Source: an optimization exercise on an open RTL-to-GDS flow (aim: small area, a short achievable clock period and few clock cycles). Production flows keep margins and buffers that such runs may drop. Function was not checked in any run shown here: the RTL went through the layout flow alone.

File: flow/design.v
`timescale          1ns/1ps
`default_nettype    none
module NfiVe_MDU (
	input clk,
	input rst_n,
	input start,
	output done,
	input [2:0] op,
	input mul_div,
	input [31:0] op1, op2,
	output [31:0] result
);
	localparam S_IDLE = 3'd0, S_MUL = 3'd1, S_PRE = 3'd2, S_DIV = 3'd3,
	           S_CORR = 3'd4, S_FIN = 3'd5;
	reg [2:0]  state;
	reg        done_r;
	reg [2:0]  op_r;
	reg [4:0]  cnt;
	reg [32:0] M;       
	reg [31:0] B;       
	reg [33:0] acc;     
	reg        bprev;   
	reg        corr;    
	reg        inv;     
	reg        sa;      
	assign done = done_r;
	assign result = B;
	wire        sgn_div = ~op[0];
	wire        a_neg = sgn_div & op1[31];
	wire        b_neg = sgn_div & op2[31];
	wire [31:0] a_abs = a_neg ? (~op1 + 32'd1) : op1;
	wire [31:0] b_abs = b_neg ? (~op2 + 32'd1) : op2;
	wire       is_mul = (state == S_MUL);
	wire       is_div = (state == S_DIV);
	wire [2:0] bw0 = {B[1:0], bprev};
	wire [2:0] bw1 = B[3:1];
	wire one0 = is_mul ? (bw0[1] ^ bw0[0]) : 1'b1;
	wire two0 = is_mul & ((bw0[2] & ~bw0[1] & ~bw0[0]) | (~bw0[2] & bw0[1] & bw0[0]));
	wire neg0 = is_mul ? bw0[2] : is_div;
	wire one1 = is_mul & (bw1[1] ^ bw1[0]);
	wire two1 = is_mul & ((bw1[2] & ~bw1[1] & ~bw1[0]) | (~bw1[2] & bw1[1] & bw1[0]));
	wire neg1 = is_mul & bw1[2];
	wire [34:0] m35 = {{2{M[32]}}, M};
	wire [34:0] m2  = {M[32], M, 1'b0};
	wire [34:0] pp0 = ({35{one0}} & m35 | {35{two0}} & m2) ^ {35{neg0}};
	wire [34:0] pp1 = ({35{one1}} & m35 | {35{two1}} & m2) ^ {35{neg1}};
	wire [36:0] r0 = {{3{acc[33]}}, acc};
	wire [36:0] r1 = {{2{pp0[34]}}, pp0};
	wire [36:0] r2 = {pp1, neg1, neg1};
	wire [36:0] cs_s = r0 ^ r1 ^ r2;
	wire [36:0] cs_c = (r0 & r1) | (r0 & r2) | (r1 & r2);
	wire [36:0] sum = cs_s + {cs_c[35:0], neg1} + {36'd0, neg0};
	wire [5:0] za, zb;
	lzc32 u_lza (.x(acc[31:0]), .z(za));
	lzc32 u_lzb (.x(M[31:0]), .z(zb));
	wire [6:0] sdiff = {1'b0, zb} - {1'b0, za};
	wire       b_zero = zb[5];
	wire       s_neg = sdiff[6];
	wire [31:0] m_al = M[31:0] << sdiff[4:0];
	wire ge = ~sum[36];
	wire [31:0] r_new = ge ? sum[31:0] : acc[31:0];
	wire        rem = op_r[1];
	always @(posedge clk or negedge rst_n) begin
		if (~rst_n) begin
			state <= S_IDLE;
			done_r <= 1'b0;
		end else begin
			case (state)
			S_IDLE: begin
				done_r <= 1'b0;
				if (start) state <= mul_div ? S_MUL : S_PRE;
			end
			S_MUL: begin
				if (cnt == 5'd0) begin
					state <= corr ? S_CORR : S_IDLE;
					done_r <= corr;
				end else
					done_r <= (cnt == 5'd1) & ~corr;
			end
			S_CORR: begin
				state <= S_IDLE;
				done_r <= 1'b0;
			end
			S_PRE: begin
				if (b_zero | s_neg) begin
					state <= S_FIN;
					done_r <= 1'b1;
				end else begin
					state <= S_DIV;
					done_r <= (sdiff[4:0] == 5'd0) & ~(rem ? sa : (sa ^ inv));
				end
			end
			S_DIV: begin
				if (cnt == 5'd0) begin
					state <= inv ? S_FIN : S_IDLE;
					done_r <= inv;
				end else
					done_r <= (cnt == 5'd1) & ~inv;
			end
			default: begin  
				state <= S_IDLE;
				done_r <= 1'b0;
			end
			endcase
		end
	end
	always @(posedge clk) begin
		case (state)
		S_IDLE: if (start) begin
			op_r <= op;
			bprev <= 1'b0;
			if (mul_div) begin
				M <= {op[1:0] != 2'b11 & op1[31], op1};
				B <= op2;
				acc <= 34'd0;
				cnt <= 5'd7;
				corr <= op[1] & op2[31];
			end else begin
				M <= {1'b0, b_abs};
				acc <= {2'b00, a_abs};
				sa <= a_neg;
				inv <= b_neg;    
			end
		end
		S_MUL: begin
			acc <= {sum[36], sum[36:4]};
			bprev <= B[3];
			if (cnt == 5'd0 && op_r[1:0] != 2'b00 && !corr)
				B <= sum[35:4];
			else
				B <= {sum[3:0], B[31:4]};
			cnt <= cnt - 5'd1;
		end
		S_CORR: B <= sum[31:0];
		S_PRE: begin
			if (b_zero) begin
				B <= rem ? acc[31:0] : 32'hffffffff;
				inv <= rem & sa;
			end else if (s_neg) begin
				B <= rem ? acc[31:0] : 32'd0;
				inv <= rem & sa;
			end else begin
				B <= 32'd0;
				M <= {1'b0, m_al};
				cnt <= sdiff[4:0];
				inv <= rem ? sa : (sa ^ inv);
			end
		end
		S_DIV: begin
			acc <= {2'b00, r_new};
			M <= {1'b0, M[32:1]};
			cnt <= cnt - 5'd1;
			if (cnt == 5'd0 && rem)
				B <= r_new;
			else
				B <= {B[30:0], ge};
		end
		S_FIN: if (inv) B <= ~B + 32'd1;
		default: ;
		endcase
	end
endmodule
module lzc32 (
	input  [31:0] x,
	output [5:0]  z
);
	wire [7:0] v;
	wire [15:0] g;   
	genvar i;
	generate
		for (i = 0; i < 8; i = i + 1) begin : grp
			wire [3:0] n = x[4*i+3:4*i];
			assign v[i] = |n;
			assign g[2*i+1:2*i] = n[3] ? 2'd0 : n[2] ? 2'd1 : n[1] ? 2'd2 : 2'd3;
		end
	endgenerate
	wire [3:0] v8;
	wire [11:0] g8;
	generate
		for (i = 0; i < 4; i = i + 1) begin : p8
			assign v8[i] = v[2*i+1] | v[2*i];
			assign g8[3*i+2:3*i] = v[2*i+1] ? {1'b0, g[4*i+3:4*i+2]} : {1'b1, g[4*i+1:4*i]};
		end
	endgenerate
	wire [1:0] v16;
	wire [7:0] g16;
	generate
		for (i = 0; i < 2; i = i + 1) begin : p16
			assign v16[i] = v8[2*i+1] | v8[2*i];
			assign g16[4*i+3:4*i] = v8[2*i+1] ? {1'b0, g8[6*i+5:6*i+3]} : {1'b1, g8[6*i+2:6*i]};
		end
	endgenerate
	assign z = v16[1] ? {2'b00, g16[7:4]} :
	           v16[0] ? {2'b01, g16[3:0]} : 6'd32;
endmodule
File: flow/run.sh
#!/bin/bash
# synth_recipe.tcl (not shown) runs the flow's synth.tcl, then flattens the netlist and writes it again
# the make line also repeats each setting of config.mk as NAME=value (left out here)
make -C /OpenROAD-flow-scripts/flow DESIGN_CONFIG=/design/flow/config.mk WORK_HOME=/design/flow/orfs CLKGATE_MAP_FILE= SYNTH_SCRIPT=/design/flow/synth_recipe.tcl finish
File: flow/config.mk
export PLATFORM = sky130hd
export DESIGN_NAME = NfiVe_MDU
export DESIGN_NICKNAME = NfiVe_MDU
export VERILOG_FILES = /design/flow/design.v
export SDC_FILE = /design/flow/constraint.sdc
export NUM_CORES = 4
export LEC_CHECK = 0
export CAP_MARGIN = 20
export CORE_MARGIN = 2
export CORE_UTILIZATION = 45
export SLEW_MARGIN = 20
File: flow/constraint.sdc
create_clock -name core_clock -period 10.0 [get_ports {clk}]
set_input_delay 2.0000 -clock core_clock [delete_from_list [all_inputs] [get_ports {clk}]]
set_output_delay 2.0000 -clock core_clock [all_outputs]
set_load 0.01 [all_outputs]
==> results of run 1 <==
-- worst min-delay path by stage --
stage | end | startpoint
global route | inv | sa
floorplan | done_r | sa
CTS | inv | sa
global placement | inv | sa
finish | done_r | sa
detailed placement | inv | sa
-- sequential cells by signal (all words and copies together) (netlist names) --
register,flops
done_r,1
sa,1
op_r,2
cnt,5
M,33
B,32
corr,1
state,3
inv,1
bprev,1
acc,33
-- cell usage after synthesis (9+ instances only) --
library cell,instances,area share [%]
a22oi_1,85,4.0
nand2_1,182,4.3
a21o_1,13,0.61
o211ai_1,23,1.1
ha_1,50,3.9
o21a_1,15,0.70
or4_1,16,0.75
xor2_1,65,3.5
fa_1,38,4.7
inv_1,58,1.4
o2111ai_1,15,0.82
o22a_1,13,0.71
nor4_1,28,1.1
o31ai_1,17,0.79
and2_1,13,0.51
mux2i_1,82,5.1
nor2b_1,15,0.58
a211oi_1,37,1.7
a21oi_1,175,5.5
nor3_1,54,1.7
clkbuf_1,151,3.5
buf_1,12,0.28
nand3_1,23,0.72
xnor2_1,127,6.9
a31oi_1,17,0.66
a211o_1,13,0.71
a221oi_1,29,1.6
nor2_1,188,4.4
edfxtp_1,109,20
o221ai_1,9,0.49
nand4_1,12,0.47
o22ai_1,10,0.39
nand2b_1,24,0.93
mux2_2,14,0.98
o21ai_0,181,5.6
or3_1,23,0.90
-- layout make-up --
class	instances	area [µm²]	area share, %
clock buffer	19	433	2.41
tap	461	577	3.20
timing repair buffer	141	1350	7.51
clock inverter	13	120	0.667
sequential	113	3370	18.7
inverter	61	229	1.27
multi-input combinational	1712	11900	66.2
-- layer usage --
metal	track usage [%]	vias to the layer above
met5	0	-
met2	57.1	898
met4	20.7	0
met1	51.1	8284
li1	-	7648
met3	5.67	168
-- metrics by stage --
stage / std cells / setup slack [ps] / instance area, µm²
after detailed placement: 2486 / 2700 / 17400
after global routing: 2520 / 2610 / 18000
after CTS: 2518 / 2670 / 17900
final: 2520 / 2890 / 18000
after floorplan: 2060 / 4720 / 16100
after global placement: 2485 / 2750 / 17400
-- critical path: cells and delay by family, from the launching register on --
family / cells / cell delay [ps]
buffers and inverters: 6 / 1600
adders and majority gates: 2 / 840
DFF: 1 / 660
AOI/OAI and AO/OA: 6 / 1500
muxes: 2 / 840
xor gates and xnor gates: 1 / 240
and+or+nand+nor: 3 / 1130
-- cell families after synthesis --
| logic type | count (synthesis) | synth area share (%) |
|---|---|---|
| adder cells (fa/ha/maj) | 88 | 8.63 |
| flip-flops | 113 | 21.0 |
| AND/OR/NAND/NOR | 618 | 18.6 |
| AO/OA/AOI/OAI | 712 | 28.7 |
| multiplexers | 102 | 6.88 |
| buffers and inverters | 235 | 5.65 |
| XOR/XNOR | 192 | 10.5 |
==> qor.txt, run 1 <==
Final Hold Fails: 0
total negative setup slack: 0 ps
# IOs: 104
CTS sink count: 113
die area: 0.0372 mm²
Hold WC Path Type: register to register
Pre-antenna DRT Iters: 6
initial antenna violation count: 0
min Tclk post-route: 7110 ps
Die Height: 193 µm
Slew @ Worst Pin: 998 ps
Core ar.: 0.0354 mm²
critical path type: register to register
# rows: 69
Initial Util: 45.4%
Setup crit start: state[1]
worst path required time: 10210 ps
most used cell, CP: buf_4
Reg-to-Reg Start: state[1]
RSZ-0062 raised after global routing: false
Detailed Route Iter0 Violations: 1978
Max Buffers Root-to-Sink: 2
commonest non-fill, non-tap cells in the layout: nor2_1 (183), nand2_1 (182), o21ai_0 (181), a21oi_1 (171), xnor2_1 (124)
Slew headroom: 33.5%
drt wl/cell: 27.8 µm
WP data arrival: 7320 ps
Post-synth EDFFs: 109
Total GRT Usage: 37.5%
CP startpoint kind: register
HPWL Detailed: 54.4 mm
routed wl met3: 5.52 mm
P&R area growth vs syn: 12.0%
CTS tree: built
Final Slew Violations: 0
Mapped Cells: 2060
number of global-route vias before repair: 15700
antenna diode count: 0
CP cell instances: buf_4 -> nor2_2 -> buf_4 -> and2_2 -> inv_1 -> xnor2_1 -> fa_1 -> inv_1 -> ha_1 -> a21o_1 -> a21oi_1 -> nand2_1 -> a21oi_1 -> o31ai_4 -> mux2i_4 -> buf_16 -> buf_4 -> mux2i_1 -> a211oi_1 -> o22a_1
Net count, final: 2205
post-cts sizing count: 0
Clock Pin Slew Worst Setup and Hold Paths: 60 ps
CP Capture Point: B[8]
Syn Nets: 2219
CTS Buf Count: 17
post-synthesis cell area: 0.0161 mm²
Post-DRT Antenna Nets: 0
MaxCap Viol Count: 0
port bufs: 102
final hold slack: 732 ps
CP Max Fanout: 33
# Post-CTS Setup Buffers: 0
Min-Delay Path Depth: 3
routed wire length: 70.1 mm
Via density: 6.75
first-pass GRT wire length: 102 mm
Reg2Reg Setup Slack: 2890 ps
Avg Inst Size Synth: 7.80 µm²
top_reg_cell synth: edfxtp_1
setup violators final: 0
synthesized flop and latch total: 113
Metal-1 WL: 29.7 mm
CP max stage delay: 860 ps
Synth Warn #: 1
Max Used Layer: met4
critical path capture point type: register
Distinct cells, synth: 83
CTS Root Cell: clkbuf_16
slowest CP cell: and2_2
die width: 193 µm
clock skew: 9.35 ps
share of async-settable or async-resettable flops after synthesis: 3.54%
met2 routed WL: 30.7 mm
largest net degree at the start of global routing: 64
Post-CTS Hold Buffers: 0
Clock Latency Late Sink: 460 ps
CTS HTree Levels: 4
crit share post-route: 71.1%
commonest non-fill, non-tap cell in the layout: nor2_1
fillers: 3511
routability cong.: 0.966
final global-route overflow total: 0
register area share after synthesis: 21.0%
DR vias: 17000
reg-to-reg critical path endpoint: B[8]
DRC Markers: 0
depth of the worst register-to-register path: 20
Core Util, Final: 50.9%
share of post-route cells with drive strength above 1: 6.31%
Peak Freq: 141 MHz
outcome: no timing/DRC/antenna violations
==> run 2: changes to the inputs <==
--- a/flow/config.mk
+++ b/flow/config.mk
@@ -10,2 +10,3 @@
 export CORE_UTILIZATION = 45
+export SETUP_SLACK_MARGIN = 5
 export SLEW_MARGIN = 20
==> run 2 against run 1 <==
Net effect: synthesized cell count did not move; design area is 17% higher; maximum frequency grew 41%; critical endpoint is now B[21]; still clean on timing, DRC and antenna.
==> qor.txt, run 2 <==
Min-Delay Path Depth: 2
synthesized flop and latch total: 113
share of async-settable or async-resettable flops after synthesis: 3.54%
register area share after synthesis: 21.0%
RSZ-0062 raised after global routing: true
CP max stage delay: 450 ps
Die Height: 193 µm
critical path type: register to register
Max Buffers Root-to-Sink: 2
Regs by FF count: M x33, acc x33, B x32
WP data arrival: 5230 ps
CP cell instances: buf_4 -> xnor2_2 -> nand2_8 -> buf_12 -> nand2_1 -> xnor2_2 -> ha_1 -> nor3b_2 -> or2_4 -> nand2_1 -> fa_2 -> nor2b_4 -> o2111ai_4 -> nand2_2 -> a21oi_4 -> o31ai_4 -> mux2i_4 -> buf_12 -> buf_8 -> mux2i_4 -> nor2_1 -> o32a_1
drt wl/cell: 29.6 µm
Slew headroom: 29.2%
depth of the worst register-to-register path: 22
Peak Freq: 199 MHz
Distinct cells, synth: 83
# rows: 69
Hold WC Path Type: register to register
Initial Util: 45.4%
DRC Markers: 0
worst path required time: 10200 ps
Commonest cells post-synth: nor2_1 (188), nand2_1 (182), o21ai_0 (181)
CTS tree: built
Synth Warn #: 1
commonest non-fill, non-tap cells in the layout: nand2_1 (178), nor2_1 (178), o21ai_0 (169), buf_4 (151), a21oi_1 (149)
total negative setup slack: 0 ps
Via density: 6.88
Post-DP Area: 0.0174 mm²
MaxCap Viol Count: 0
Post-DRT Antenna Nets: 0
Post-synth EDFFs: 109
CTS Root Cell: clkbuf_16
clock skew: 11.9 ps
P&R area growth vs syn: 30.9%
Total GRT Usage: 41.0%
Final Slew Violations: 0
share of the synthesized area in the top cell type: 20.4%
DR vias: 18400
slowest CP cell: edfxtp_1
# IOs: 104
most frequent cell after synthesis: nor2_1
final global-route overflow total: 0
setup violators final: 0
Pre-antenna DRT Iters: 6
Detailed Route Iter0 Violations: 2612
Clock Pin Slew Worst Setup and Hold Paths: 60 ps
Net count, final: 2362
Slew @ Worst Pin: 1060 ps
Reg2Reg Setup Slack: 4960 ps
CTS HTree Levels: 4
min Tclk post-route: 5040 ps
port bufs: 102
die width: 193 µm
share of post-route cells with drive strength above 1: 21.0%
Syn Nets: 2219
Clock Latency Late Sink: 450 ps
routed wire length: 79.2 mm
initial antenna violation count: 2
Mapped Cells: 2060
Core ar.: 0.0354 mm²
largest net degree at the start of global routing: 77
CTS sink count: 113
number of global-route vias before repair: 16200
Post-Layout Cell Count: 2678
HPWL Detailed: 55.8 mm
CTS Buf Count: 17
Post-CTS Hold Buffers: 0
routability cong.: 0.993
post-synthesis cell area: 0.0161 mm²
first-pass GRT wire length: 110 mm
area leader, netlist: edfxtp_1
top_reg_cell synth: edfxtp_1
design area: 0.0210 mm²
die area: 0.0372 mm²
final hold slack: 734 ps
outcome: no timing/DRC/antenna violations
Final Hold Fails: 0
CP startpoint kind: register
CP Max Fanout: 9
crit share post-route: 50.4%
critical path capture point type: register
Synth area leaders: edfxtp_1 (20%), xnor2_1 (6.9%), o21ai_0 (5.6%), a21oi_1 (5.5%), mux2i_1 (5.1%)
Avg Inst Size Synth: 7.80 µm²
DP Cell Count: 2489
fillers: 3262
-- run 2: cell counts after synthesis --
No cell type changed its count.
-- run 2: cell families (layout without fill, tap and decap cells) --
kind of cell,count (synthesis),after routing,synth area share (%)
AO/OA/AOI/OAI,712,715,28.7
AND/OR/NAND/NOR,618,620,18.6
buffers and inverters,235,384,5.65
XOR/XNOR,192,193,10.5
flip-flops,113,113,21.0
multiplexers,102,103,6.88
adder cells (fa/ha/maj),88,88,8.63
other,0,1,0
-- run 2: area by class of cell --
type	instances	area [µm²]	area share, %
multi-input combinational	1719	13400	63.5
clock inverter	14	146	0.696
antenna	1	2.50	0.0119
inverter	61	236	1.12
sequential	113	3370	16.0
tap	461	577	2.74
timing repair buffer	291	2910	13.8
clock buffer	18	429	2.04
-- run 2: worst paths after layout --
kind,from,endpoint
setup / recovery,B[0],B[21]
hold / removal,sa,inv
setup reg to reg,B[0],B[21]
hold reg to reg,sa,inv
max in group asynchronous,rst_n,state[0]
min in group asynchronous,rst_n,done_r
-- run 2: worst max-delay path: cells and delay by family (launching register included) --
kind	cells	cell delay [ps]
AOI/OAI and AO/OA	4	950
and+or+nand+nor	8	1050
xor gates and xnor gates	2	440
DFF	1	450
buffers and inverters	4	670
adders and majority gates	2	670
muxes	2	530
-- run 2: repair_timing --
action	4_1_cts	5_1_grt
setup buffers	49	91
endpoints found under the setup margin	130	129
gates resized for setup	170	142
cloned	13	3
pin swaps	32	61
-- run 2: routing by layer --
layer	share of wire [%]	global-route usage, %	vias up	wire length [µm]
met5	0	0	-	0
met4	6.5	22.9	0	5140
met3	11	7.75	218	8530
met1	41	57.0	8973	32100
met2	42	59.8	1256	33400
li1	-	-	7976	-
-- run 2: stage by stage --
| step | utilization [%] | worst slack, ps |
|---|---|---|
| 3_3_place_gp | 49.1 | 2760 |
| 5_1_grt | 59.4 | 4790 |
| 3_5_place_dp | 49.1 | 2780 |
| 2_1_floorplan | - | 5030 |
| 4_1_cts | 55.2 | 4930 |
| 6_report | 59.4 | 4960 |
==> run 3: changes to the inputs <==
--- a/flow/config.mk
+++ b/flow/config.mk
@@ -7,2 +7,3 @@
 export LEC_CHECK = 0
+export ABC_CLOCK_PERIOD_IN_PS = 3000
 export CAP_MARGIN = 20
==> run 3 against run 2 <==
Net effect: critical endpoint unchanged; global-route usage unchanged; routed wire length unchanged; clock-buffer cell count did not move; sequential share of layout area stayed put; via count is the same; first-iteration DRC count unchanged; non-clock buffer count unchanged; synthesized cell count stayed put; area after synthesis unchanged; flip-flop and latch count is the same.
==> qor.txt, run 3 <==
Die Height: 193 µm
Core ar.: 0.0354 mm²
port bufs: 102
Peak Freq: 199 MHz
Total GRT Usage: 41.0%
Final Hold Fails: 0
critical path capture point type: register
crit share post-route: 50.4%
Simple-Gate Fraction of Synth Area: 18.6%
Reg-to-Reg Start: B[0]
Synth area leaders: edfxtp_1 (20%), xnor2_1 (6.9%), o21ai_0 (5.6%), a21oi_1 (5.5%), mux2i_1 (5.1%)
Reg2Reg Setup Slack: 4960 ps
Compound-Gate Fraction of Synth Area: 28.7%
initial antenna violation count: 2
routability cong.: 0.993
CTS Root Cell: clkbuf_16
Avg Inst Size Synth: 7.80 µm²
top_reg_cell synth: edfxtp_1
Seq. cell area: 0.00337 mm²
share of the synthesized area in the top cell type: 20.4%
Clock Pin Slew Worst Setup and Hold Paths: 60 ps
Hold WC Path Type: register to register
depth of the worst register-to-register path: 22
first-pass GRT wire length: 110 mm
Max Buffers Root-to-Sink: 2
Min-Delay Path Depth: 2
min Tclk post-route: 5040 ps
reg-to-reg critical path endpoint: B[21]
Via density: 6.88
Distinct cells, synth: 83
register area share after synthesis: 21.0%
most frequent cell after synthesis: nor2_1
number of global-route vias before repair: 16200
commonest non-fill, non-tap cells in the layout: nand2_1 (178), nor2_1 (178), o21ai_0 (169), buf_4 (151), a21oi_1 (149)
Slew @ Worst Pin: 1060 ps
Initial Util: 45.4%
share of async-settable or async-resettable flops after synthesis: 3.54%
XOR/XNOR Fraction of Synth Area: 10.5%
# IOs: 104
Post-DRT Antenna Nets: 0
design area: 0.0210 mm²
CTS HTree Levels: 4
MaxCap Viol Count: 0
die width: 193 µm
synthesized flop and latch total: 113
area of the multi-input gates: 0.0134 mm²
Net count, final: 2362
die area: 0.0372 mm²
routed wire length: 79.2 mm
Final Slew Violations: 0
Commonest cells post-synth: nor2_1 (188), nand2_1 (182), o21ai_0 (181)
DR vias: 18400
share of post-route cells with drive strength above 1: 21.0%
Regs by FF count: M x33, acc x33, B x32
total negative setup slack: 0 ps
Syn Nets: 2219
clock skew: 11.9 ps
CP startpoint kind: register
Post-DP Area: 0.0174 mm²
RSZ-0062 raised after global routing: true
worst path required time: 10200 ps
Pre-antenna DRT Iters: 6
fillers: 3262
Post-synth EDFFs: 109
Synth Area in Adders: 8.63%
CTS sink count: 113
CTS tree: built
area leader, netlist: edfxtp_1
outcome: no timing/DRC/antenna violations
HPWL Detailed: 55.8 mm
final global-route overflow total: 0
WP data arrival: 5230 ps
Clock Latency Late Sink: 450 ps
DRC Markers: 0
critical path type: register to register
Mapped Cells: 2060
P&R area growth vs syn: 30.9%
Core Util, Final: 59.4%
Synth Warn #: 1
post-synthesis mux area share: 6.88%
# rows: 69
Slew headroom: 29.2%
drt wl/cell: 29.6 µm
Detailed Route Iter0 Violations: 2612
largest family of logic cells by synthesized area: compound AO/OA/AOI/OAI gates
setup violators final: 0
Worst Hold Launch: sa
CP Max Fanout: 9
hold path endpoint: inv
largest net degree at the start of global routing: 77
CTS Buf Count: 17
post-synthesis cell area: 0.0161 mm²
[run 3: cell counts after synthesis]
No cell type changed its count.
[run 3: cell type report]
| type | count | share of cell area (%) |
|---|---|---|
| diodes | 1 | 0.0119 |
| clock buffers | 18 | 2.04 |
| clock inverters | 14 | 0.696 |
| inverters | 61 | 1.12 |
| multi-input cells | 1719 | 63.5 |
| flip-flops and latches | 113 | 16.0 |
| well taps | 461 | 2.74 |
| repair buffers | 291 | 13.8 |
[run 3: cells by family (layout without fill, tap and decap cells)]
kind of cell               count (synthesis)  after routing
buffers and inverters                    235            384
adders and majority gates                 88             88
AOI/OAI and AO/OA                        712            715
xor gates and xnor gates                 192            193
muxes                                    102            103
DFF                                      113            113
and+or+nand+nor                          618            620
other                                      0              1
[run 3: stage by stage]
step	instances	setup slack [ps]	hold WS (ps)
finish	2678	4960	734
detailed placement	2489	2780	716
CTS	2583	4930	724
floorplan	2060	5030	614
global placement	2489	2760	706
global route	2678	4790	770
[run 3: critical path: stages (launching register included)]
cell	delay (ps)
edfxtp_1	450
buf_4	180
xnor2_2	300
nand2_8	120
buf_12	170
nand2_1	100
xnor2_2	140
ha_1	280
nor3b_2	230
or2_4	160
nand2_1	60
fa_2	390
nor2b_4	170
o2111ai_4	150
nand2_2	140
a21oi_4	100
o31ai_4	360
mux2i_4	300
buf_12	180
buf_8	140
mux2i_4	230
nor2_1	70
o32a_1	340
[run 3: worst max path at each step]
stage | startpoint | to | slack (ps) | depth (start not counted)
3_5_place_dp | state[2] | B[15] | 2780 | 18
5_1_grt | B[0] | B[13] | 4790 | 22
2_1_floorplan | state[2] | B[19] | 5030 | 21
3_3_place_gp | state[2] | B[15] | 2760 | 18
4_1_cts | state[2] | B[24] | 4930 | 19
6_report | B[0] | B[21] | 4960 | 22
[run 3: layer usage]
| layer | part of all wire (%) | GRT usage, % | vias to the layer above |
|---|---|---|---|
| met5 | 0 | 0 | - |
| li1 | - | - | 7976 |
| met4 | 6.5 | 22.9 | 0 |
| met3 | 11 | 7.75 | 218 |
| met2 | 42 | 59.8 | 1256 |
| met1 | 41 | 57.0 | 8973 |
[run 3: repair_timing]
action / 4_1_cts / 5_1_grt
pin swaps: 32 / 61
endpoints found under the setup margin: 130 / 129
gates resized for setup: 170 / 142
gates cloned: 13 / 3
hold buffers: 0 / 0
setup buffers: 49 / 91

==> re-timing with driven ports <==
In the flow no input, the clock included, has a driving cell. The finished layouts below were timed again as built, in two steps.
Step 1, drivers: a clkbuf_16 drives clk and a buf_2 each remaining input, both assumed.
Step 2 also shifts input and output timing later by t, the mid clock arrival at the registers, as if the neighbouring blocks saw the same clock.
Three values: ideal, step 1, step 2; two values: the first two.
run | t, ns | setup WS [ns] | hold WS [ns] | clock arrival spread, ns | worst register clock-pin slew, ns
run 1 | 0.510 | 2.889 / 2.889 / 2.889 | 0.732 / 0.732 / 0.732 | 0.009 / 0.009 | 0.06 / 0.06
run 2 | 0.504 | 4.964 / 4.964 / 4.598 | 0.734 / 0.734 / 0.734 | 0.012 / 0.012 | 0.07 / 0.07
run 3 | 0.504 | 4.964 / 4.964 / 4.598 | 0.734 / 0.734 / 0.734 | 0.012 / 0.012 | 0.07 / 0.07
After both steps every run listed still meets setup and hold.
